Context: an optimization exercise on an open-source flow, tuned for a short achievable clock period and few clock cycles. The choices shown serve that exercise and are no tape-out recipe. Function was checked by simulation only, so behaviour that the tests miss may differ from the original. Power figures rest on the tool's default switching activity, not on a simulated workload.

--- flow/flow/run.sh ---
#!/bin/bash
# Layout: the standard ORFS flow (standard synthesis unchanged), with
# port buffers that resizing may change to any drive strength, timing repair
# that aims for a shorter period than the clock's, and, after global routing,
# a slew and capacitance repair and antenna diodes placed with a margin
# (flow/antenna.tcl). ORFS's own logs stay under orfs/logs.
set -euo pipefail
here=$(pwd)
bash standard.sh MATCH_CELL_FOOTPRINT=0 \
  "BUFFER_PORTS_ARGS=-buffer_cell sky130_fd_sc_hd__buf_6" \
  SETUP_SLACK_MARGIN=5 \
  POST_GLOBAL_ROUTE_TCL=$here/flow/antenna.tcl \
  MAX_REPAIR_ANTENNAS_ITER_DRT=10 \
  finish > standard_flow.log 2>&1
--- flow/flow/antenna.tcl ---
# After global routing and its timing repair: fix the max slew and max
# capacitance that timing repair may have left (on the global routes, with
# a wide margin), then insert antenna diodes with a wide margin, so that
# detailed routing leaves no antenna violation to fix by routing again.
estimate_parasitics -global_routing
global_route -start_incremental
repair_design -slew_margin 40 -cap_margin 40
detailed_placement
global_route -end_incremental
estimate_parasitics -global_routing
repair_antennas -ratio_margin 50 -iterations 5
check_placement
--- flow/standard.sh ---
#!/bin/bash
# synth_recipe.tcl (not shown) runs the flow's synth.tcl, then flattens the netlist and writes it again
# the make line also repeats each setting of config.mk as NAME=value (left out here)
make -C /OpenROAD-flow-scripts/flow DESIGN_CONFIG=/design/flow/config.mk WORK_HOME=/design/flow/orfs CLKGATE_MAP_FILE= SYNTH_SCRIPT=/design/flow/synth_recipe.tcl "${@:-finish}"
--- flow/config.mk ---
export PLATFORM = sky130hd
export DESIGN_NAME = y86
export DESIGN_NICKNAME = y86
export VERILOG_FILES = /design/flow/design.v
export SDC_FILE = /design/flow/constraint.sdc
export NUM_CORES = 8
export LEC_CHECK = 0
export CAP_MARGIN = 20
export CELL_PAD_IN_SITES_DETAIL_PLACEMENT = 1
export CELL_PAD_IN_SITES_GLOBAL_PLACEMENT = 2
export CORE_MARGIN = 2
export CORE_UTILIZATION = 30
export PLACE_DENSITY = 0.45
export SLEW_MARGIN = 20
export SYNTH_HIERARCHICAL = 1
--- flow/constraint.sdc ---
create_clock -name core_clock -period 12.0 [get_ports {clk}]
set_input_delay 2.4000 -clock core_clock [delete_from_list [all_inputs] [get_ports {clk}]]
set_output_delay 2.4000 -clock core_clock [all_outputs]
set_load 0.01 [all_outputs]
--- flow/design.v ---
`timescale 1ns / 1ps
module y86 (
    input             clk,
    input             rst,
    output            imem_req,
    output     [63:0] imem_addr,
    input             imem_ready,
    input      [79:0] imem_rdata,
    output            dmem_req,
    output            dmem_we,
    output     [63:0] dmem_addr,
    output     [63:0] dmem_wdata,
    input             dmem_ready,
    input      [63:0] dmem_rdata,
    output            halted,
    output     [1:0]  stat,
    output     [63:0] halt_pc,
    input      [3:0]  dbg_raddr,
    output     [63:0] dbg_rdata
);
    localparam STAT_HLT = 2'd1;
    localparam STAT_INS = 2'd2;
    reg [63:0] pc;           
    reg [63:0] fa;           
    localparam CAP = 2;      
    reg [8*CAP-1:0] buf_r;   
    reg [CAP:0]     avh;     
    reg        halt_r;
    reg [1:0]  stat_r;
    reg [63:0] hpc_r;
    reg        zf, sf, of;
    reg [63:0] rf [0:15];
    reg        v1, v2;                   
    reg [1:0]  fun1, fun2;               
    reg        setcc1, setcc2;
    reg        wE1, wE2;
    reg [3:0]  dstE1, dstE2;
    reg [63:0] a1, b1, a2, b2;           
    reg        mv;                       
    reg        m_rd, m_wr, m_ret, m_wM;
    reg [3:0]  m_dstM;
    reg [63:0] m_b, m_off, m_d;          
    wire [63:0] alu1, alu2;
    wire        zf1, sf1, of1, zf2, sf2, of2;
    y86_alu alu_1 (.a(a1), .b(b1), .fun(fun1), .out(alu1), .zf(zf1), .sf(sf1), .of(of1));
    y86_alu alu_2 (.a(a2), .b(b2), .fun(fun2), .out(alu2), .zf(zf2), .sf(sf2), .of(of2));
    wire [63:0] addr;
    y86_add64 addr_add (.a(m_b), .b(m_off), .cin(1'b0), .s(addr));
    wire stall = mv & ~dmem_ready;
    assign dmem_req   = mv;
    assign dmem_we    = m_wr;
    assign dmem_addr  = addr;
    assign dmem_wdata = m_d;
    wire fE1 = v1 & wE1;
    wire fE2 = v2 & wE2;
    wire fM  = mv & m_wM;
    wire weE1 = fE1 & ~stall;
    wire weE2 = fE2 & ~stall;
    wire weM  = fM & ~stall;
    wire c_zf = (v2 & setcc2) ? zf2 : (v1 & setcc1) ? zf1 : zf;
    wire c_sf = (v2 & setcc2) ? sf2 : (v1 & setcc1) ? sf1 : sf;
    wire c_of = (v2 & setcc2) ? of2 : (v1 & setcc1) ? of1 : of;
    wire        redirect = mv & m_ret;
    wire [63:0] base  = redirect ? dmem_rdata : pc;
    wire [63:0] fa_e  = redirect ? dmem_rdata : fa;
    wire [10:0] av    = redirect ? 11'd1 : {{(10 - CAP){1'b0}}, avh};
    assign imem_req  = ~halt_r;
    assign imem_addr = fa_e;
    wire fetch_ok = imem_ready & ~halt_r & ~stall;
    wire [159:0] win;
    genvar j, k;
    generate
        for (j = 0; j < 20; j = j + 1) begin : wbyte
            wire [7:0] from_buf;
            if (j < CAP) begin : inb
                assign from_buf = (|av[10:j+1]) ? buf_r[8 * CAP - 1 - 8 * j -: 8] : 8'd0;
            end else begin : nob
                assign from_buf = 8'd0;
            end
            wire [7:0] from_mem [0:10];
            for (k = 0; k <= 10; k = k + 1) begin : src
                if (k <= CAP && k <= j && j - k < 10) begin : on
                    assign from_mem[k] = av[k] ? imem_rdata[79 - 8 * (j - k) -: 8] : 8'd0;
                end else begin : off
                    assign from_mem[k] = 8'd0;
                end
            end
            assign win[159 - 8 * j -: 8] = from_buf |
                from_mem[0] | from_mem[1] | from_mem[2] | from_mem[3] | from_mem[4] | from_mem[5] |
                from_mem[6] | from_mem[7] | from_mem[8] | from_mem[9] | from_mem[10];
        end
    endgenerate
    wire [3:0]  ic1, fn1, rA1, rB1, ic2, fn2, rA2, rB2;
    wire [63:0] valC1, valC2;
    wire [3:0]  len1, len2;
    wire [3:0]  lh1, lh2;      
    wire        stop1, stop2, valid1;
    y86_dec dec1 (.ins(win[159:80]), .icode(ic1), .ifun(fn1), .rA(rA1), .rB(rB1), .valC(valC1),
                  .len(len1), .lh(lh1), .valid(valid1), .stop(stop1));
    wire [79:0] ins2 = ({80{lh1[0]}} & win[151:72]) | ({80{lh1[1]}} & win[143:64]) |
                       ({80{lh1[2]}} & win[87:8])   | ({80{lh1[3]}} & win[79:0]);
    wire valid2;
    y86_dec dec2 (.ins(ins2), .icode(ic2), .ifun(fn2), .rA(rA2), .rB(rB2), .valC(valC2),
                  .len(len2), .lh(lh2), .valid(valid2), .stop(stop2));
    wire rr1 = (ic1 == 4'h2), ir1 = (ic1 == 4'h3), rm1 = (ic1 == 4'h4), mr1 = (ic1 == 4'h5);
    wire op1 = (ic1 == 4'h6), jx1 = (ic1 == 4'h7), cl1 = (ic1 == 4'h8), rt1 = (ic1 == 4'h9);
    wire ps1 = (ic1 == 4'hA), pp1 = (ic1 == 4'hB);
    wire rr2 = (ic2 == 4'h2), ir2 = (ic2 == 4'h3), rm2 = (ic2 == 4'h4), mr2 = (ic2 == 4'h5);
    wire op2 = (ic2 == 4'h6), jx2 = (ic2 == 4'h7), cl2 = (ic2 == 4'h8), rt2 = (ic2 == 4'h9);
    wire ps2 = (ic2 == 4'hA), pp2 = (ic2 == 4'hB);
    wire stk1 = cl1 | rt1 | ps1 | pp1;
    wire stk2 = cl2 | rt2 | ps2 | pp2;
    wire mem1 = rm1 | mr1 | stk1;
    wire mem2 = rm2 | mr2 | stk2;
    wire cond1 = y86_cond(fn1, c_zf, c_sf, c_of);
    wire cond2 = y86_cond(fn2, c_zf, c_sf, c_of);
    wire [10:0] avge;
    generate
        for (j = 0; j <= 10; j = j + 1) begin : ages
            assign avge[j] = |av[10:j];
        end
    endgenerate
    function integer LEN;
        input integer x;
        begin
            LEN = (x == 0) ? 1 : (x == 1) ? 2 : (x == 2) ? 9 : 10;
        end
    endfunction
    function tge;
        input integer n;
        begin
            tge = (n <= 10) ? (fetch_ok | avge[(n <= 10) ? n : 0]) : (fetch_ok & avge[(n > 10) ? n - 10 : 0]);
        end
    endfunction
    wire have1 = (lh1[0] & tge(1)) | (lh1[1] & tge(2)) | (lh1[2] & tge(9)) | (lh1[3] & tge(10));
    wire [15:0] lh2c;
    generate
        for (j = 0; j < 4; j = j + 1) begin : l2c
            wire [3:0] c = win[159 - 8 * LEN(j) -: 4];
            wire nr = (c == 4'h2) | (c == 4'h3) | (c == 4'h4) | (c == 4'h5) |
                      (c == 4'h6) | (c == 4'hA) | (c == 4'hB);
            wire nv = (c == 4'h3) | (c == 4'h4) | (c == 4'h5) | (c == 4'h7) | (c == 4'h8);
            assign lh2c[4 * j +: 4] = {nr & nv, ~nr & nv, nr & ~nv, ~nr & ~nv};
        end
    endgenerate
    wire [15:0] pair_oh;      
    wire [15:0] pair_have;
    generate
        for (j = 0; j < 4; j = j + 1) begin : pa
            for (k = 0; k < 4; k = k + 1) begin : pb
                assign pair_oh[4 * j + k]   = lh1[j] & lh2c[4 * j + k];
                assign pair_have[4 * j + k] = tge(LEN(j) + LEN(k));
            end
        end
    endgenerate
    wire have2 = |(pair_oh & pair_have);
    wire run   = ~halt_r & ~stall;
    wire any1  = run & (fetch_ok | ~av[0]);
    wire iss1  = any1 & have1 & ~stop1;
    wire       wEm1 = op1 | rr1 | ir1 | stk1;
    wire [3:0] dE1  = stk1 ? 4'h4 : rB1;
    wire       wM1  = mr1 | pp1;
    wire       wEm2 = op2 | rr2 | ir2 | stk2;
    wire [3:0] dE2  = stk2 ? 4'h4 : rB2;
    wire       wM2  = mr2 | pp2;
    wire       uA2  = op2 | rr2 | rm2 | ps2;
    wire       uB2  = op2 | rm2 | mr2;
    wire raw = (wEm1 & ((uA2 & dE1 == rA2) | (uB2 & dE1 == rB2) | (stk2 & dE1 == 4'h4))) |
               (wM1  & ((uA2 & rA1 == rA2) | (uB2 & rA1 == rB2) | (stk2 & rA1 == 4'h4)));
    wire waw = (wEm1 & wEm2 & dE1 == dE2) | (wEm1 & wM2 & dE1 == rA2) |
               (wM1 & wEm2 & rA1 == dE2) | (wM1 & wM2 & rA1 == rA2);
    wire ccd = op1 & (rr2 | jx2) & (fn2 != 4'h0);
    wire iss2n = iss1 & ~cl1 & ~rt1 & have2 & ~stop2 & ~raw & ~waw & ~ccd & ~(mem1 & mem2);
    wire jt1   = iss1 & jx1 & cond1;
    wire jt2   = iss2n & jx2 & cond2;
    wire iss2  = iss2n & ~jt1;
    wire [63:0] hi_inc;
    y86_add64 a_hi (.a({5'd0, base[63:5]}), .b(64'd0), .cin(1'b1), .s(hi_inc));
    wire [63:0] inc [0:30];
    generate
        for (j = 0; j <= 30; j = j + 1) begin : incs
            wire [5:0] lo = {1'b0, base[4:0]} + j;
            assign inc[j] = {lo[5] ? hi_inc[58:0] : base[63:5], lo[4:0]};
        end
    endgenerate
    wire [63:0] fa10;
    y86_add64 a_fa10 (.a(fa_e), .b(64'd10), .cin(1'b0), .s(fa10));
    wire [239:0] winx = {win, 80'd0};
    wire [20:0]  tot_oh = fetch_ok ? {av, 10'd0} : {10'd0, av};
    function [CAP:0] left_oh;
        input integer c;
        integer t;
        begin
            for (t = 0; t < CAP; t = t + 1)
                left_oh[t] = (t + c <= 20) ? tot_oh[(t + c <= 20) ? t + c : 0] : 1'b0;
            left_oh[CAP] = 1'b0;
            for (t = CAP; t <= 20; t = t + 1)
                if (t + c <= 20) left_oh[CAP] = left_oh[CAP] | tot_oh[(t + c <= 20) ? t + c : 0];
        end
    endfunction
    function [63:0] fa_after;
        input integer c;
        integer d;
        begin
            d = c + CAP - 10;
            if (d < 0)
                fa_after = inc[(c + CAP <= 30) ? c + CAP : 0];
            else if (d >= CAP)
                fa_after = fa10;
            else
                fa_after = avge[(d >= 0 && d < CAP) ? d + 1 : 0] ? inc[(c + CAP <= 30) ? c + CAP : 0] : fa10;
        end
    endfunction
    wire [63:0] pc_s0 = base;
    wire [63:0] fa_s0 = fetch_ok ? inc[CAP] : fa_e;
    wire [CAP:0] av_s0 = left_oh(0);
    wire [8*CAP-1:0] bf_s0 = winx[239 -: 8 * CAP];
    reg  [63:0] pc_s1, fa_s1, pc_s2, fa_s2;
    reg  [CAP:0] av_s1, av_s2;
    reg  [8*CAP-1:0] bf_s1, bf_s2;
    integer x, y;
    always @(*) begin
        pc_s1 = 64'd0; fa_s1 = 64'd0; av_s1 = 0; bf_s1 = 0;
        for (x = 0; x < 4; x = x + 1)
            if (lh1[x]) begin
                pc_s1 = inc[LEN(x)];
                fa_s1 = ~fetch_ok ? fa_e : fa_after(LEN(x));
                av_s1 = left_oh(LEN(x));
                bf_s1 = winx[239 - 8 * LEN(x) -: 8 * CAP];
            end
        pc_s2 = 64'd0; fa_s2 = 64'd0; av_s2 = 0; bf_s2 = 0;
        for (x = 0; x < 4; x = x + 1)
            for (y = 0; y < 4; y = y + 1)
                if (pair_oh[4 * x + y]) begin
                    pc_s2 = inc[LEN(x) + LEN(y)];
                    fa_s2 = ~fetch_ok ? fa_e : fa_after(LEN(x) + LEN(y));
                    av_s2 = left_oh(LEN(x) + LEN(y));
                    bf_s2 = winx[239 - 8 * (LEN(x) + LEN(y)) -: 8 * CAP];
                end
    end
    wire kt1 = iss1 & cl1;
    wire kt2 = iss2n & cl2;
    wire flush = (iss1 & rt1) | (iss2n & rt2);
    wire [63:0] pc_n0  = kt1 ? valC1 : kt2 ? valC2 : iss2n ? pc_s2 : iss1 ? pc_s1 : pc_s0;
    wire [63:0] fa_n0  = kt1 ? valC1 : kt2 ? valC2 : iss2n ? fa_s2 : iss1 ? fa_s1 : fa_s0;
    wire [CAP:0] avh_n0 = (kt1 | kt2 | flush) ? 1 : iss2n ? av_s2 : iss1 ? av_s1 : av_s0;
    wire [8*CAP-1:0] buf_n0 = iss2n ? bf_s2 : iss1 ? bf_s1 : bf_s0;
    wire [63:0] ret1 = inc[9];
    wire [63:0] ret2 = ({64{lh1[0]}} & inc[10]) | ({64{lh1[1]}} & inc[11]) |
                       ({64{lh1[2]}} & inc[18]) | ({64{lh1[3]}} & inc[19]);
    function [63:0] fwd;
        input [3:0]  r;
        input [63:0] v;
        begin
            fwd = (fM  && m_dstM == r) ? dmem_rdata :
                  (fE2 && dstE2 == r)  ? alu2 :
                  (fE1 && dstE1 == r)  ? alu1 : v;
        end
    endfunction
    wire [1023:0] rf_all;
    generate
        for (j = 0; j < 16; j = j + 1) begin : rfa
            assign rf_all[64 * j +: 64] = rf[j];
        end
    endgenerate
    wire [63:0] rfA1, rfB1, rfA2, rfB2;
    y86_rdmux rd_a1 (.regs(rf_all), .sel(rA1), .out(rfA1));
    y86_rdmux rd_b1 (.regs(rf_all), .sel(rB1), .out(rfB1));
    y86_rdmux rd_a2 (.regs(rf_all), .sel(rA2), .out(rfA2));
    y86_rdmux rd_b2 (.regs(rf_all), .sel(rB2), .out(rfB2));
    wire [63:0] rdA1 = fwd(rA1, rfA1);
    wire [63:0] rdB1 = fwd(rB1, rfB1);
    wire [63:0] rdA2 = fwd(rA2, rfA2);
    wire [63:0] rdB2 = fwd(rB2, rfB2);
    wire [63:0] rdSP = fwd(4'h4, rf[4]);
    wire [63:0] m8 = 64'hffff_ffff_ffff_fff8;
    wire [63:0] a1_n = (op1 | rr1) ? rdA1 : ir1 ? valC1 : (cl1 | ps1) ? m8 : 64'd8;
    wire [63:0] b1_n = (op1 | rm1 | mr1) ? rdB1 : stk1 ? rdSP : 64'd0;
    wire [63:0] a2_n = (op2 | rr2) ? rdA2 : ir2 ? valC2 : (cl2 | ps2) ? m8 : 64'd8;
    wire [63:0] b2_n = (op2 | rm2 | mr2) ? rdB2 : stk2 ? rdSP : 64'd0;
    always @(posedge clk) begin
        if (rst) begin
            pc     <= 64'd0;
            fa     <= 64'd0;
            avh    <= 1;
            halt_r <= 1'b0;
            stat_r <= 2'd0;
            v1     <= 1'b0;
            v2     <= 1'b0;
            mv     <= 1'b0;
            zf     <= 1'b1;
            sf     <= 1'b0;
            of     <= 1'b0;
        end else begin
            if (v2 & setcc2) begin
                zf <= zf2;
                sf <= sf2;
                of <= of2;
            end else if (v1 & setcc1) begin
                zf <= zf1;
                sf <= sf1;
                of <= of1;
            end
            if (!stall) begin
                v1 <= iss1;
                v2 <= iss2;
                mv <= (iss1 & mem1) | (iss2 & mem2);
                if (any1 & stop1) begin
                    halt_r <= 1'b1;
                    stat_r <= valid1 ? STAT_HLT : STAT_INS;
                    hpc_r  <= base;
                end
                pc    <= jt1 ? valC1 : jt2 ? valC2 : pc_n0;
                fa    <= jt1 ? valC1 : jt2 ? valC2 : fa_n0;
                avh   <= (jt1 | jt2) ? 1 : avh_n0;
                buf_r <= buf_n0;
            end
        end
        if (!stall) begin
            fun1   <= op1 ? fn1[1:0] : 2'd0;
            setcc1 <= op1;
            wE1    <= op1 | (rr1 & cond1) | ir1 | stk1;
            dstE1  <= dE1;
            fun2   <= op2 ? fn2[1:0] : 2'd0;
            setcc2 <= op2;
            wE2    <= op2 | (rr2 & cond2) | ir2 | stk2;
            dstE2  <= dE2;
            if (mem1) begin
                m_rd   <= mr1 | rt1 | pp1;
                m_wr   <= rm1 | cl1 | ps1;
                m_ret  <= rt1;
                m_wM   <= wM1;
                m_dstM <= rA1;
                m_d    <= cl1 ? ret1 : rdA1;
            end else begin
                m_rd   <= mr2 | rt2 | pp2;
                m_wr   <= rm2 | cl2 | ps2;
                m_ret  <= rt2;
                m_wM   <= wM2;
                m_dstM <= rA2;
                m_d    <= cl2 ? ret2 : rdA2;
            end
        end
    end
    wire [63:0] m_b_n   = mem1 ? b1_n : b2_n;
    wire [63:0] m_off_n = mem1 ? ((rm1 | mr1) ? valC1 : (cl1 | ps1) ? m8 : 64'd0) :
                                 ((rm2 | mr2) ? valC2 : (cl2 | ps2) ? m8 : 64'd0);
    always @(posedge clk) begin
        if (!stall) begin
            a1    <= a1_n;
            b1    <= b1_n;
            a2    <= a2_n;
            b2    <= b2_n;
            m_b   <= m_b_n;
            m_off <= m_off_n;
        end
    end
    integer i;
    always @(posedge clk) begin
        if (rst) begin
            for (i = 0; i < 16; i = i + 1)
                rf[i] <= 64'd0;
        end else begin
            for (i = 0; i < 16; i = i + 1) begin
                if (weM && m_dstM == i[3:0])
                    rf[i] <= dmem_rdata;
                else if (weE2 && dstE2 == i[3:0])
                    rf[i] <= alu2;
                else if (weE1 && dstE1 == i[3:0])
                    rf[i] <= alu1;
            end
        end
    end
    y86_rdmux rd_dbg (.regs(rf_all), .sel(dbg_raddr), .out(dbg_rdata));
    assign halted    = halt_r;
    assign stat      = stat_r;
    assign halt_pc   = hpc_r;
    function y86_cond;
        input [3:0] f;
        input       z, s, o;
        begin
            case (f)
                4'h0: y86_cond = 1'b1;
                4'h1: y86_cond = (s ^ o) | z;
                4'h2: y86_cond = s ^ o;
                4'h3: y86_cond = z;
                4'h4: y86_cond = ~z;
                4'h5: y86_cond = ~(s ^ o);
                4'h6: y86_cond = ~(s ^ o) & ~z;
                default: y86_cond = 1'b0;
            endcase
        end
    endfunction
endmodule
module y86_dec (
    input  [79:0] ins,
    output [3:0]  icode,
    output [3:0]  ifun,
    output [3:0]  rA,
    output [3:0]  rB,
    output [63:0] valC,
    output [3:0]  len,
    output [3:0]  lh,        
    output        valid,
    output        stop       
);
    assign icode = ins[79:76];
    assign ifun  = ins[75:72];
    assign rA    = ins[71:68];
    assign rB    = ins[67:64];
    wire needRegids = (icode == 4'h2) | (icode == 4'h3) | (icode == 4'h4) | (icode == 4'h5) |
                      (icode == 4'h6) | (icode == 4'hA) | (icode == 4'hB);
    wire needValC   = (icode == 4'h3) | (icode == 4'h4) | (icode == 4'h5) | (icode == 4'h7) |
                      (icode == 4'h8);
    assign valC = needRegids ? ins[63:0] : ins[71:8];
    assign lh   = {needRegids & needValC, ~needRegids & needValC,
                   needRegids & ~needValC, ~needRegids & ~needValC};
    assign len  = needRegids ? (needValC ? 4'd10 : 4'd2) : (needValC ? 4'd9 : 4'd1);
    wire ifun_ok = ((icode == 4'h2) | (icode == 4'h7)) ? (ifun <= 4'h6) :
                   (icode == 4'h6) ? (ifun <= 4'h3) : (ifun == 4'h0);
    assign valid = (icode <= 4'hB) & ifun_ok;
    assign stop  = ~valid | (icode == 4'h0);
endmodule
module y86_alu (
    input  [63:0] a,
    input  [63:0] b,
    input  [1:0]  fun,
    output [63:0] out,
    output        zf,
    output        sf,
    output        of
);
    wire        sub = (fun == 2'd1);
    wire [63:0] ax  = a ^ {64{sub}};
    wire [63:0] sum;
    y86_add64 add (.a(b), .b(ax), .cin(sub), .s(sum));
    wire [63:0] lg = fun[0] ? (b ^ a) : (b & a);
    assign out = fun[1] ? lg : sum;
    assign of  = ~fun[1] & (ax[63] == b[63]) & (sum[63] != b[63]);
    wire [63:0] zp = ax ^ b;
    wire [63:0] zk = {ax[62:0] | b[62:0], sub};
    assign zf = fun[1] ? (lg == 64'd0) : (zp == zk);
    assign sf = out[63];
endmodule
module y86_add64 (
    input  [63:0] a,
    input  [63:0] b,
    input         cin,
    output [63:0] s
);
    wire [63:0] p = a ^ b;
    wire [63:0] g0 = a & b;
    wire [63:0] G [0:6];
    wire [63:0] P [0:6];
    assign G[0] = {g0[63:1], g0[0] | (p[0] & cin)};
    assign P[0] = p;
    genvar k, i;
    generate
        for (k = 0; k < 6; k = k + 1) begin : lvl
            for (i = 0; i < 64; i = i + 1) begin : bitk
                if (i >= (1 << k)) begin : comb
                    assign G[k+1][i] = G[k][i] | (P[k][i] & G[k][i - (1 << k)]);
                    assign P[k+1][i] = P[k][i] & P[k][i - (1 << k)];
                end else begin : pass
                    assign G[k+1][i] = G[k][i];
                    assign P[k+1][i] = P[k][i];
                end
            end
        end
    endgenerate
    assign s = p ^ {G[6][62:0], cin};
endmodule
module y86_rdmux (
    input  [1023:0] regs,
    input  [3:0]    sel,
    output [63:0]   out
);
    assign out = regs[64 * sel +: 64];
endmodule
==> impl_metrics.sql, run 1 <==
INSERT INTO impl_metrics (metric_group, metric, value, unit) VALUES
('power_and_ir_drop', 'p_leak', '91.7', 'nW'),
('power_and_ir_drop', 'net_switching_fraction_of_the_power', '0.572', ''),
('cells_and_area', 'fin_area', '0.245', 'mm^2'),
('timing', 'fin_crit_sh', '0.659', ''),
('outcome', 'run_status', 'no timing/DRC/antenna violations', ''),
('critical_path', 'critical_path_class', 'in2reg', ''),
('logic_synthesis', 'post_synth.cell_area_avg', '7.94', 'um^2'),
('global_routing', 'grt_pass1_wl', '2460', 'mm'),
('critical_path', 'worstPathRequired', '12940', 'ps'),
('cells_and_area', 'most-common-layout-cells', '3545 x sky130_fd_sc_hd__nor2_1, 2799 x sky130_fd_sc_hd__a21oi_1, 1687 x sky130_fd_sc_hd__nand2_1', ''),
('clock_tree', 'post-cts-setup-buffers', '212', ''),
('critical_path', 'highest_fanout_seen_on_the_critical_path', '24', ''),
('critical_path', 'end_kind', 'flip-flop', ''),
('route', 'first_iter_violations', '51700', ''),
('power_and_ir_drop', 'power.share.combinational', '0.607', ''),
('timing', 'fin_skew', '147', 'ps'),
('global_routing', 'pin_count_of_the_biggest_net_entering_global_routing', '166', ''),
('critical_path', 'critPathLaunchType', 'primary input', ''),
('timing', 'slew_viol_final', '0', ''),
('timing', 'layout_min_cycle_time', '7910', 'ps'),
('cells_and_area', 'final_cell_count_no_fill', '35200', ''),
('timing', 'hold-worst-slack', '468', 'ps'),
('power_and_ir_drop', 'power_report.internal_total', '0.0176', 'W'),
('die', 'coreArea', '0.672', 'mm^2'),
('die', 'boundaryPins', '478', ''),
('global_routing', 'gr-usage-all-layers', '0.539', ''),
('timing', 'report.final.setup_viol', '0', ''),
('die', 'fp.dieArea', '0.681', 'mm^2'),
('clock_tree', 'clock_latency', '1140', 'ps'),
('clock_tree', 'cts_inserted_buffers', '267', ''),
('cells_and_area', 'drive_above_1_share', '0.219', ''),
('placed_design', 'routabilityCongestion', '1.12', ''),
('cells_and_area', 'num-nets-final', '25800', ''),
('placed_design', 'portBuffers', '477', ''),
('clock_tree', 'post_cts_hold_buffer_count', '0', ''),
('route', 'post_drt_wl_per_cell', '55.2', 'um'),
('placed_design', 'placedCellCount', '33300', ''),
('power_and_ir_drop', 'p_per_area', '168', 'mW/mm^2'),
('logic_synthesis', 'yosys_warnings', '9', ''),
('timing', 'max_slew_margin', '0.205', ''),
('logic_synthesis', 'post_synth_instance_area', '0.202', 'mm^2'),
('cells_and_area', 'n_fill_cell', '78500', ''),
('timing', 'max_slew.worst_pin.slew', '1190', 'ps'),
('route', 'avgViaCountPerCell', '7.46', ''),
('power_and_ir_drop', 'power.share.clock', '0.211', ''),
('logic_synthesis', 'netlist_instances', '25500', ''),
('timing', 'fmax', '126', 'MHz'),
('global_routing', 'antenna_violations_before_repair', '384', ''),
('route', 'routed-via-count', '262000', ''),
('cells_and_area', 'layout_commonest_cell', 'sky130_fd_sc_hd__nor2_1', ''),
('clock_tree', 'clock_transition_at_the_register_clock_pins_on_the_worst_setup_and_hold_paths_after_cts', '60', 'ps'),
('critical_path', 'critical_path_arrival', '8850', 'ps'),
('route', 'ant_nets', '0', ''),
('timing', 'timing_hold_violations_final', '0', ''),
('die', 'fp.dieW', '825', 'um'),
('die', 'floorplan.initialDensity', '0.301', ''),
('route', 'route.detailed.drc', '0', ''),
('cells_and_area', 'synthToLayoutAreaGrowth', '20.9', '%'),
('power_and_ir_drop', 'ir_worst_vdd', '0.000165', 'V'),
('power_and_ir_drop', 'p_switching', '0.0235', 'W'),
('route', 'wl', '1940', 'mm'),
('clock_tree', 'post_cts_resize_count', '781', ''),
('placed_design', 'dp.final_hpwl', '1360', 'mm'),
('clock_tree', 'cts.sink_count', '1715', ''),
('route', 'drt_pre_antenna_iters', '14', ''),
('clock_tree', 'cts_root_buffer', 'sky130_fd_sc_hd__clkbuf_16', ''),
('min_path', 'type_of_the_tightest_min_delay_check', 'reg2reg', ''),
('global_routing', 'first_global_vias', '235000', ''),
('clock_tree', 'cts-root-to-sink-buffers', '4', ''),
('min_path', 'hp-start', 'fa[37]', ''),
('critical_path', 'timing.rr.start', 'mv', ''),
('job', 'drv_cap', '0', ''),
('die', 'fp-row-count', '301', ''),
('clock_tree', 'tritoncts', 'yes', ''),
('global_routing', 'overflow', '0', ''),
('timing', 'setup-tns-final', '0', 'ps'),
('placed_design', 'place_area', '0.221', 'mm^2'),
('clock_tree', 'cts_htree_levels', '5', ''),
('die', 'fp.dieH', '825', 'um'),
('power_and_ir_drop', 'seq_power_share', '0.182', ''),
('critical_path', 'critical_path.startpoint', 'dmem_rdata[2]', '');
[stage by stage]
step                      worst slack [ps]  power [W]  utilization
final                                 4090     0.0411        0.364
after CTS                             4690     0.0383        0.352
after detailed placement              2070     0.0290        0.329
after global placement                1790     0.0290        0.329
after floorplan                       4770     0.0167            -
[state kept, by name (all words and copies together) (netlist names), 16 cells and up]
name / flops
a1: 64
a2: 64
b1: 64
b2: 64
buf_r: 16
fa: 64
hpc_r: 64
m_b: 64
m_d: 64
m_off: 64
pc: 64
rf: 1024
[layer usage]
metal	up-vias	global-route usage	share of wire
li1	97200	-	-
met1	134000	0.620	0.35
met3	7219	0.289	0.16
met4	247	0.453	0.10
met2	24000	0.722	0.38
met5	-	0.0440	0.0026
[path summary, 6_finish.rpt]
| path | to | slack (ps) | cells after the start |
|---|---|---|---|
| worst max-delay path | pc[22] | 4090 | 17 |
| worst min-delay path | fa[37] | 470 | 2 |
| worst max register to register | pc[22] | 4230 | 18 |
| worst min register to register | fa[37] | 470 | 2 |
[critical path, cell delays in order]
cell	delay (ps)
sky130_fd_sc_hd__buf_6	270
sky130_fd_sc_hd__and3_1	400
sky130_fd_sc_hd__a21oi_4	50
sky130_fd_sc_hd__inv_2	330
sky130_fd_sc_hd__ha_1	260
sky130_fd_sc_hd__clkinv_1	500
sky130_fd_sc_hd__o211ai_2	210
sky130_fd_sc_hd__buf_4	480
sky130_fd_sc_hd__a21oi_4	360
sky130_fd_sc_hd__buf_4	320
sky130_fd_sc_hd__nand3_1	140
sky130_fd_sc_hd__and2_1	750
sky130_fd_sc_hd__o22ai_1	190
sky130_fd_sc_hd__o21ai_1	930
sky130_fd_sc_hd__nand4_1	470
sky130_fd_sc_hd__and3_1	360
sky130_fd_sc_hd__nor4_2	250
[power by group through the flow]
stage                     logic (W)  clock network, W  registers, W
after global placement       0.0214                 0       0.00757
final                        0.0249           0.00868       0.00746
after detailed placement     0.0214                 0       0.00756
after CTS                    0.0222           0.00863       0.00747
after floorplan             0.00981                 0       0.00686
[area by class of cell]
type | instances | area (um^2) | area share
clock buffers | 355 | 7370 | 0.0302
well taps | 8938 | 11200 | 0.0457
diodes | 966 | 2420 | 0.00989
repair buffers | 2201 | 22700 | 0.0928
multi-input cells | 20400 | 157000 | 0.643
clock inverters | 128 | 1550 | 0.00635
inverters | 485 | 2070 | 0.00845
repair inverters | 8 | 135 | 0.000553
flip-flops and latches | 1715 | 39900 | 0.163
Testbench counts, summed over its fixed seeds: cycles 20,188.
==> run 2: changes to the inputs <==
--- a/flow/flow/run.sh
+++ b/flow/flow/run.sh
@@ -8,7 +8,7 @@
 here=$(pwd)
 bash standard.sh MATCH_CELL_FOOTPRINT=0 \
   "BUFFER_PORTS_ARGS=-buffer_cell sky130_fd_sc_hd__buf_6" \
-  SETUP_SLACK_MARGIN=5 \
+  SETUP_SLACK_MARGIN=7 \
   POST_GLOBAL_ROUTE_TCL=$here/flow/antenna.tcl \
   MAX_REPAIR_ANTENNAS_ITER_DRT=10 \
   finish > standard_flow.log 2>&1
==> run 2 against run 1 <==
- largest cell class unchanged
- synthesized cell count unchanged
- non-clock buffer count rose by 1866
- total power rose by 19%
- clock skew is 12 ps lower
- still clean on timing, DRC and antenna
- highest routed layer unchanged
- clock power is 4.6% higher
- combinational power rose by 31%
- worst setup slack gained 170 ps
==> impl_metrics.sql, run 2 <==
INSERT INTO impl_metrics (metric_group, metric, value, unit) VALUES
('clock_tree', 'cts_inserted_buffers', '266', ''),
('die', 'boundaryPins', '478', ''),
('critical_path', 'critical_path.startpoint', 'avh[2]', ''),
('route', 'route.detailed.drc', '0', ''),
('cells_and_area', 'n_fill_cell', '75500', ''),
('die', 'fp-row-count', '301', ''),
('timing', 'report.final.setup_viol', '0', ''),
('clock_tree', 'clock_latency', '1150', 'ps'),
('global_routing', 'overflow', '0', ''),
('timing', 'max_slew_margin', '0.114', ''),
('route', 'routed-via-count', '287000', ''),
('cells_and_area', 'largest_reg_flops', '1024', ''),
('die', 'floorplan.initialDensity', '0.301', ''),
('timing', 'fmax', '129', 'MHz'),
('critical_path', 'reg2regPathDepth', '26', ''),
('critical_path', 'critPathLaunchType', 'flip-flop', ''),
('clock_tree', 'cts.sink_count', '1715', ''),
('clock_tree', 'cts-root-to-sink-buffers', '4', ''),
('cells_and_area', 'registers.top_by_ff_count', 'rf', ''),
('critical_path', 'worstPathRequired', '13020', 'ps'),
('timing', 'fin_crit_sh', '0.645', ''),
('cells_and_area', 'area_of_the_multi_input_gates', '0.172', 'mm^2'),
('cells_and_area', 'drive_above_1_share', '0.352', ''),
('global_routing', 'grt_pass1_wl', '2640', 'mm'),
('job', 'drv_cap', '0', ''),
('placed_design', 'portBuffers', '477', ''),
('die', 'coreArea', '0.672', 'mm^2'),
('clock_tree', 'cts_htree_levels', '5', ''),
('global_routing', 'pin_count_of_the_biggest_net_entering_global_routing', '130', ''),
('critical_path', 'end_kind', 'flip-flop', ''),
('timing', 'timing_hold_violations_final', '0', ''),
('placed_design', 'routabilityCongestion', '1.11', ''),
('timing', 'layout_min_cycle_time', '7730', 'ps'),
('critical_path', 'r2r_setup_slack', '4270', 'ps'),
('die', 'fp.dieArea', '0.681', 'mm^2'),
('min_path', 'type_of_the_tightest_min_delay_check', 'reg2reg', ''),
('outcome', 'run_status', 'no timing/DRC/antenna violations', ''),
('route', 'ant_nets', '0', ''),
('power_and_ir_drop', 'ir_worst_vdd', '0.000146', 'V'),
('min_path', 'hp-start', 'fa[37]', ''),
('route', 'avgViaCountPerCell', '7.71', ''),
('cells_and_area', 'sequential_cell_area', '0.0399', 'mm^2'),
('power_and_ir_drop', 'power', '0.0490', 'W'),
('critical_path', 'crit-reg2reg-capture', 'pc[22]', ''),
('critical_path', 'critical_path_arrival', '8750', 'ps'),
('die', 'fp.dieH', '825', 'um'),
('clock_tree', 'cts_root_buffer', 'sky130_fd_sc_hd__clkbuf_16', ''),
('critical_path', 'critPathCapture', 'pc[22]', ''),
('die', 'fp.dieW', '825', 'um'),
('clock_tree', 'post-cts-setup-buffers', '1231', ''),
('critical_path', 'timing.rr.start', 'avh[2]', ''),
('clock_tree', 'clock_transition_at_the_register_clock_pins_on_the_worst_setup_and_hold_paths_after_cts', '70', 'ps'),
('cells_and_area', 'most-common-layout-cells', '3407 x sky130_fd_sc_hd__nor2_1, 2470 x sky130_fd_sc_hd__a21oi_1, 1763 x sky130_fd_sc_hd__buf_4', ''),
('timing', 'setup-tns-final', '0', 'ps'),
('route', 'first_iter_violations', '61200', ''),
('cells_and_area', 'synthToLayoutAreaGrowth', '43.0', '%'),
('timing', 'fin_skew', '135', 'ps'),
('route', 'wl', '2170', 'mm'),
('timing', 'max_slew.worst_pin.slew', '1330', 'ps'),
('power_and_ir_drop', 'p_leak', '108', 'nW'),
('clock_tree', 'post_cts_hold_buffer_count', '0', ''),
('timing', 'slew_viol_final', '0', ''),
('clock_tree', 'post_cts_resize_count', '4237', ''),
('logic_synthesis', 'post_synth_instance_area', '0.202', 'mm^2'),
('cells_and_area', 'layout_commonest_cell', 'sky130_fd_sc_hd__nor2_1', ''),
('logic_synthesis', 'yosys_warnings', '9', ''),
('route', 'drt_pre_antenna_iters', '14', ''),
('cells_and_area', 'num-nets-final', '27700', ''),
('clock_tree', 'tritoncts', 'yes', ''),
('global_routing', 'gr-usage-all-layers', '0.586', ''),
('critical_path', 'critical_path_class', 'reg2reg', ''),
('placed_design', 'dp.final_hpwl', '1360', 'mm'),
('power_and_ir_drop', 'p_per_area', '169', 'mW/mm^2'),
('critical_path', 'highest_fanout_seen_on_the_critical_path', '33', ''),
('global_routing', 'antenna_violations_before_repair', '380', ''),
('route', 'post_drt_wl_per_cell', '58.3', 'um'),
('global_routing', 'first_global_vias', '248000', ''),
('logic_synthesis', 'post_synth.cell_area_avg', '7.94', 'um^2'),
('logic_synthesis', 'netlist_instances', '25500', '');
## run 2: worst min path at each step
| stage | to | cells after the start |
|---|---|---|
| finish | fa[37] | 2 |
| CTS | fa[37] | 2 |
| detailed placement | fa[63] | 1 |
| global placement | fa[12] | 2 |
| floorplan | fa[63] | 1 |
## run 2: layer usage
layer  up-vias  part of all wire  GRT usage
met5         -            0.0049     0.0825
met4       360              0.12      0.531
met3     10200              0.18      0.371
met2     30400              0.36      0.752
met1    145000              0.33      0.646
li1     101000                 -          -
## run 2: where the power goes
part / total [W] / internal, W / switching (W)
clock network: 0.00908 / 0.00507 / 0.00400
logic: 0.0325 / 0.0101 / 0.0224
registers: 0.00741 / 0.00654 / 0.000872
## run 2: final cells by class
class | instances | share of cell area
antenna | 1078 | 0.00933
tap | 8938 | 0.0387
timing repair inverter | 12 | 0.000822
multi-input combinational | 20400 | 0.595
sequential | 1715 | 0.138
clock buffer | 354 | 0.0252
inverter | 485 | 0.00760
timing repair buffer | 4067 | 0.179
clock inverter | 125 | 0.00673
## run 2: metrics by stage
stage	cells	util	hold WS, ps	instance area [um^2]	worst slack [ps]
finish	37200	0.431	473	289000	4270
CTS	35300	0.396	467	266000	4840
detailed placement	33300	0.330	450	222000	2060
global placement	33300	0.330	448	221000	1280
floorplan	25600	-	426	204000	4780
## run 2: critical path, stage by stage (launching register included)
cell                       delay [ps]
sky130_fd_sc_hd__dfxtp_2          600
sky130_fd_sc_hd__nor2_1           160
sky130_fd_sc_hd__nor2_2           360
sky130_fd_sc_hd__buf_4            360
sky130_fd_sc_hd__a22o_4           210
sky130_fd_sc_hd__buf_4            150
sky130_fd_sc_hd__a21oi_4           60
sky130_fd_sc_hd__mux2i_4          350
sky130_fd_sc_hd__inv_2            150
sky130_fd_sc_hd__nor2_4           170
sky130_fd_sc_hd__buf_12           140
sky130_fd_sc_hd__buf_4            100
sky130_fd_sc_hd__buf_4            300
sky130_fd_sc_hd__buf_8            370
sky130_fd_sc_hd__nor2b_2          260
sky130_fd_sc_hd__buf_4            610
sky130_fd_sc_hd__nand2_2          420
sky130_fd_sc_hd__buf_4            400
sky130_fd_sc_hd__nor2_1           280
sky130_fd_sc_hd__o21a_1           180
sky130_fd_sc_hd__buf_4            470
sky130_fd_sc_hd__a221oi_1         190
sky130_fd_sc_hd__a22o_1           250
sky130_fd_sc_hd__a21oi_2          390
sky130_fd_sc_hd__a221oi_1         150
sky130_fd_sc_hd__and3_4           220
sky130_fd_sc_hd__nor4_4           200
==> run 3: changes to the inputs <==
--- a/flow/design.v
+++ b/flow/design.v
@@ -283,6 +283,7 @@
             pc     <= 64'd0;
             fa     <= 64'd0;
             avh    <= 1;
+            buf_r  <= 0;
             halt_r <= 1'b0;
             stat_r <= 2'd0;
             v1     <= 1'b0;
@@ -316,7 +317,38 @@
                 buf_r <= buf_n0;
             end
         end
-        if (!stall) begin
+    end
+    wire [63:0] m_b_n   = mem1 ? b1_n : b2_n;
+    wire [63:0] m_off_n = mem1 ? ((rm1 | mr1) ? valC1 : (cl1 | ps1) ? m8 : 64'd0) :
+                                 ((rm2 | mr2) ? valC2 : (cl2 | ps2) ? m8 : 64'd0);
+    always @(posedge clk) begin
+        if (rst) begin
+            a1     <= 64'd0;
+            b1     <= 64'd0;
+            a2     <= 64'd0;
+            b2     <= 64'd0;
+            m_b    <= 64'd0;
+            m_off  <= 64'd0;
+            fun1   <= 2'd0;
+            setcc1 <= 1'b0;
+            wE1    <= 1'b0;
+            dstE1  <= 4'd0;
+            fun2   <= 2'd0;
+            setcc2 <= 1'b0;
+            wE2    <= 1'b0;
+            dstE2  <= 4'd0;
+            m_rd   <= 1'b0;
+            m_wr   <= 1'b0;
+            m_ret  <= 1'b0;
+            m_wM   <= 1'b0;
+            m_dstM <= 4'd0;
+        end else if (!stall) begin
+            a1     <= a1_n;
+            b1     <= b1_n;
+            a2     <= a2_n;
+            b2     <= b2_n;
+            m_b    <= m_b_n;
+            m_off  <= m_off_n;
             fun1   <= op1 ? fn1[1:0] : 2'd0;
             setcc1 <= op1;
             wE1    <= op1 | (rr1 & cond1) | ir1 | stk1;
@@ -331,29 +363,16 @@
                 m_ret  <= rt1;
                 m_wM   <= wM1;
                 m_dstM <= rA1;
-                m_d    <= cl1 ? ret1 : rdA1;
             end else begin
                 m_rd   <= mr2 | rt2 | pp2;
                 m_wr   <= rm2 | cl2 | ps2;
                 m_ret  <= rt2;
                 m_wM   <= wM2;
                 m_dstM <= rA2;
-                m_d    <= cl2 ? ret2 : rdA2;
             end
         end
-    end
-    wire [63:0] m_b_n   = mem1 ? b1_n : b2_n;
-    wire [63:0] m_off_n = mem1 ? ((rm1 | mr1) ? valC1 : (cl1 | ps1) ? m8 : 64'd0) :
-                                 ((rm2 | mr2) ? valC2 : (cl2 | ps2) ? m8 : 64'd0);
-    always @(posedge clk) begin
-        if (!stall) begin
-            a1    <= a1_n;
-            b1    <= b1_n;
-            a2    <= a2_n;
-            b2    <= b2_n;
-            m_b   <= m_b_n;
-            m_off <= m_off_n;
-        end
+        if (!stall)
+            m_d <= mem1 ? (cl1 ? ret1 : rdA1) : (cl2 ? ret2 : rdA2);
     end
     integer i;
     always @(posedge clk) begin
@@ -475,5 +494,32 @@
     input  [3:0]    sel,
     output [63:0]   out
 );
-    assign out = regs[64 * sel +: 64];
+    wire [15:0] oh;
+    y86_dec16 dec (.sel(sel), .oh(oh));
+    y86_ohmux mux (.regs(regs), .oh(oh), .out(out));
+endmodule
+module y86_dec16 (
+    input  [3:0]  sel,
+    output [15:0] oh
+);
+    genvar i;
+    generate
+        for (i = 0; i < 16; i = i + 1) begin : d
+            assign oh[i] = (sel == i);
+        end
+    endgenerate
+endmodule
+module y86_ohmux (
+    input  [1023:0] regs,
+    input  [15:0]   oh,
+    output [63:0]   out
+);
+    reg [63:0] o;
+    integer i;
+    always @(*) begin
+        o = 64'd0;
+        for (i = 0; i < 16; i = i + 1)
+            o = o | ({64{oh[i]}} & regs[64 * i +: 64]);
+    end
+    assign out = o;
 endmodule
--- a/flow/config.mk
+++ b/flow/config.mk
@@ -6,8 +6,6 @@
 export NUM_CORES = 8
 export LEC_CHECK = 0
 export CAP_MARGIN = 20
-export CELL_PAD_IN_SITES_DETAIL_PLACEMENT = 1
-export CELL_PAD_IN_SITES_GLOBAL_PLACEMENT = 2
 export CORE_MARGIN = 2
 export CORE_UTILIZATION = 30
 export PLACE_DENSITY = 0.45
==> run 3 against run 2 <==
- the run now fails in 5_1_grt
- synthesized cell count increased by 6.6%
- synthesized area fell by 3.7%
==> impl_metrics.sql, run 3 <==
INSERT INTO impl_metrics (metric_group, metric, value, unit) VALUES
('outcome', 'run_status', 'did not finish', ''),
('outcome', 'flow.stopped_at', '5_1_grt', ''),
('outcome', 'error_message', '[ERROR GRT-0232] Routing congestion too high. Check the congestion heatmap in the GUI.', ''),
('clock_tree', 'cts_root_buffer', 'sky130_fd_sc_hd__clkbuf_16', ''),
('placed_design', 'place_area', '0.217', 'mm^2'),
('logic_synthesis', 'yosys_warnings', '10', ''),
('global_routing', 'pin_count_of_the_biggest_net_entering_global_routing', '132', ''),
('clock_tree', 'cts_inserted_buffers', '244', ''),
('die', 'fp-row-count', '296', ''),
('global_routing', 'overflow', '1', ''),
('logic_synthesis', 'post_synth_instance_area', '0.195', 'mm^2'),
('clock_tree', 'cts-root-to-sink-buffers', '4', ''),
('die', 'boundaryPins', '478', ''),
('die', 'fp.dieH', '810', 'um'),
('placed_design', 'routabilityCongestion', '1.15', ''),
('placed_design', 'dp.final_hpwl', '1450', 'mm'),
('global_routing', 'gr-usage-all-layers', '0.694', ''),
('die', 'fp.dieW', '810', 'um'),
('placed_design', 'portBuffers', '477', ''),
('die', 'floorplan.initialDensity', '0.300', ''),
('clock_tree', 'post_cts_hold_buffer_count', '0', ''),
('clock_tree', 'cts.sink_count', '1715', ''),
('logic_synthesis', 'post_synth.cell_area_avg', '7.17', 'um^2'),
('logic_synthesis', 'netlist_instances', '27200', ''),
('clock_tree', 'cts_htree_levels', '4', '');
## run 3: how the worst max path moves through the flow
stage / end / depth (start not counted) / slack (ps) / from
2_1_floorplan: pc[7] / 29 / 4800 / imem_rdata[77]
3_3_place_gp: pc[59] / 21 / 2160 / imem_rdata[79]
3_5_place_dp: pc[59] / 19 / 2370 / imem_rdata[79]
4_1_cts: pc[56] / 34 / 4410 / fun2[0]
## run 3: what timing repair did
item,in CTS
pin swaps,1249
buffers inserted,1495
setup endpoints to repair,1885
gates cloned,339
hold endpoints to repair,0
gates resized for setup,4032
## run 3: per-stage QoR
stage,std cells,worst slack [ps],hold slack [ps],power [W],util
4_1_cts,36700,4410,463,0.0352,0.409
3_3_place_gp,34400,2160,448,0.0226,0.335
3_5_place_dp,34500,2370,454,0.0225,0.335
2_1_floorplan,27300,4800,429,0.0132,-
## run 3: per-layer routing
metal | GRT overflow | GRT usage
met5 | 0 | 0.309
met2 | 0 | 0.848
met1 | 0 | 0.692
met3 | 1 | 0.535
met4 | 0 | 0.713
## run 3: power by group through the flow
| stage | Clock (W) | Sequential, W | Combinational [W] |
|---|---|---|---|
| detailed placement | 0 | 0.00682 | 0.0157 |
| CTS | 0.00810 | 0.00662 | 0.0205 |
| global placement | 0 | 0.00683 | 0.0158 |
| floorplan | 0 | 0.00636 | 0.00686 |
Testbench counts of run 3, summed over its fixed seeds: cycles 20,188.

-- static timing again, ports no longer ideal --
How much do the figures lean on ideal ports? The routed layouts below were timed once more, with nothing changed but the port constraints. Step 1, drivers: a clkbuf_16 drives clk and a buf_2 each remaining input, both assumed. Step 2, shift: input delay + t, output delay - t, t = (earliest + latest rising clock arrival at the registers) / 2. This alone moves slack from input paths to output paths. Three values: ideal ports, drivers, drivers and shift; two values: the first two.
run	t, ns	setup WS [ns]	worst setup path at the end	pins driven straight from the clock port
run 1	1.228	4.094 / 4.214 / 2.985	input to register	1
run 2	1.248	4.266 / 4.266 / 3.198	input to register	1
After both steps setup and hold are still met in every run listed. The setup slack of run 1, which loses most, moves by +0.120 ns with the drivers and by -1.109 ns with both steps.
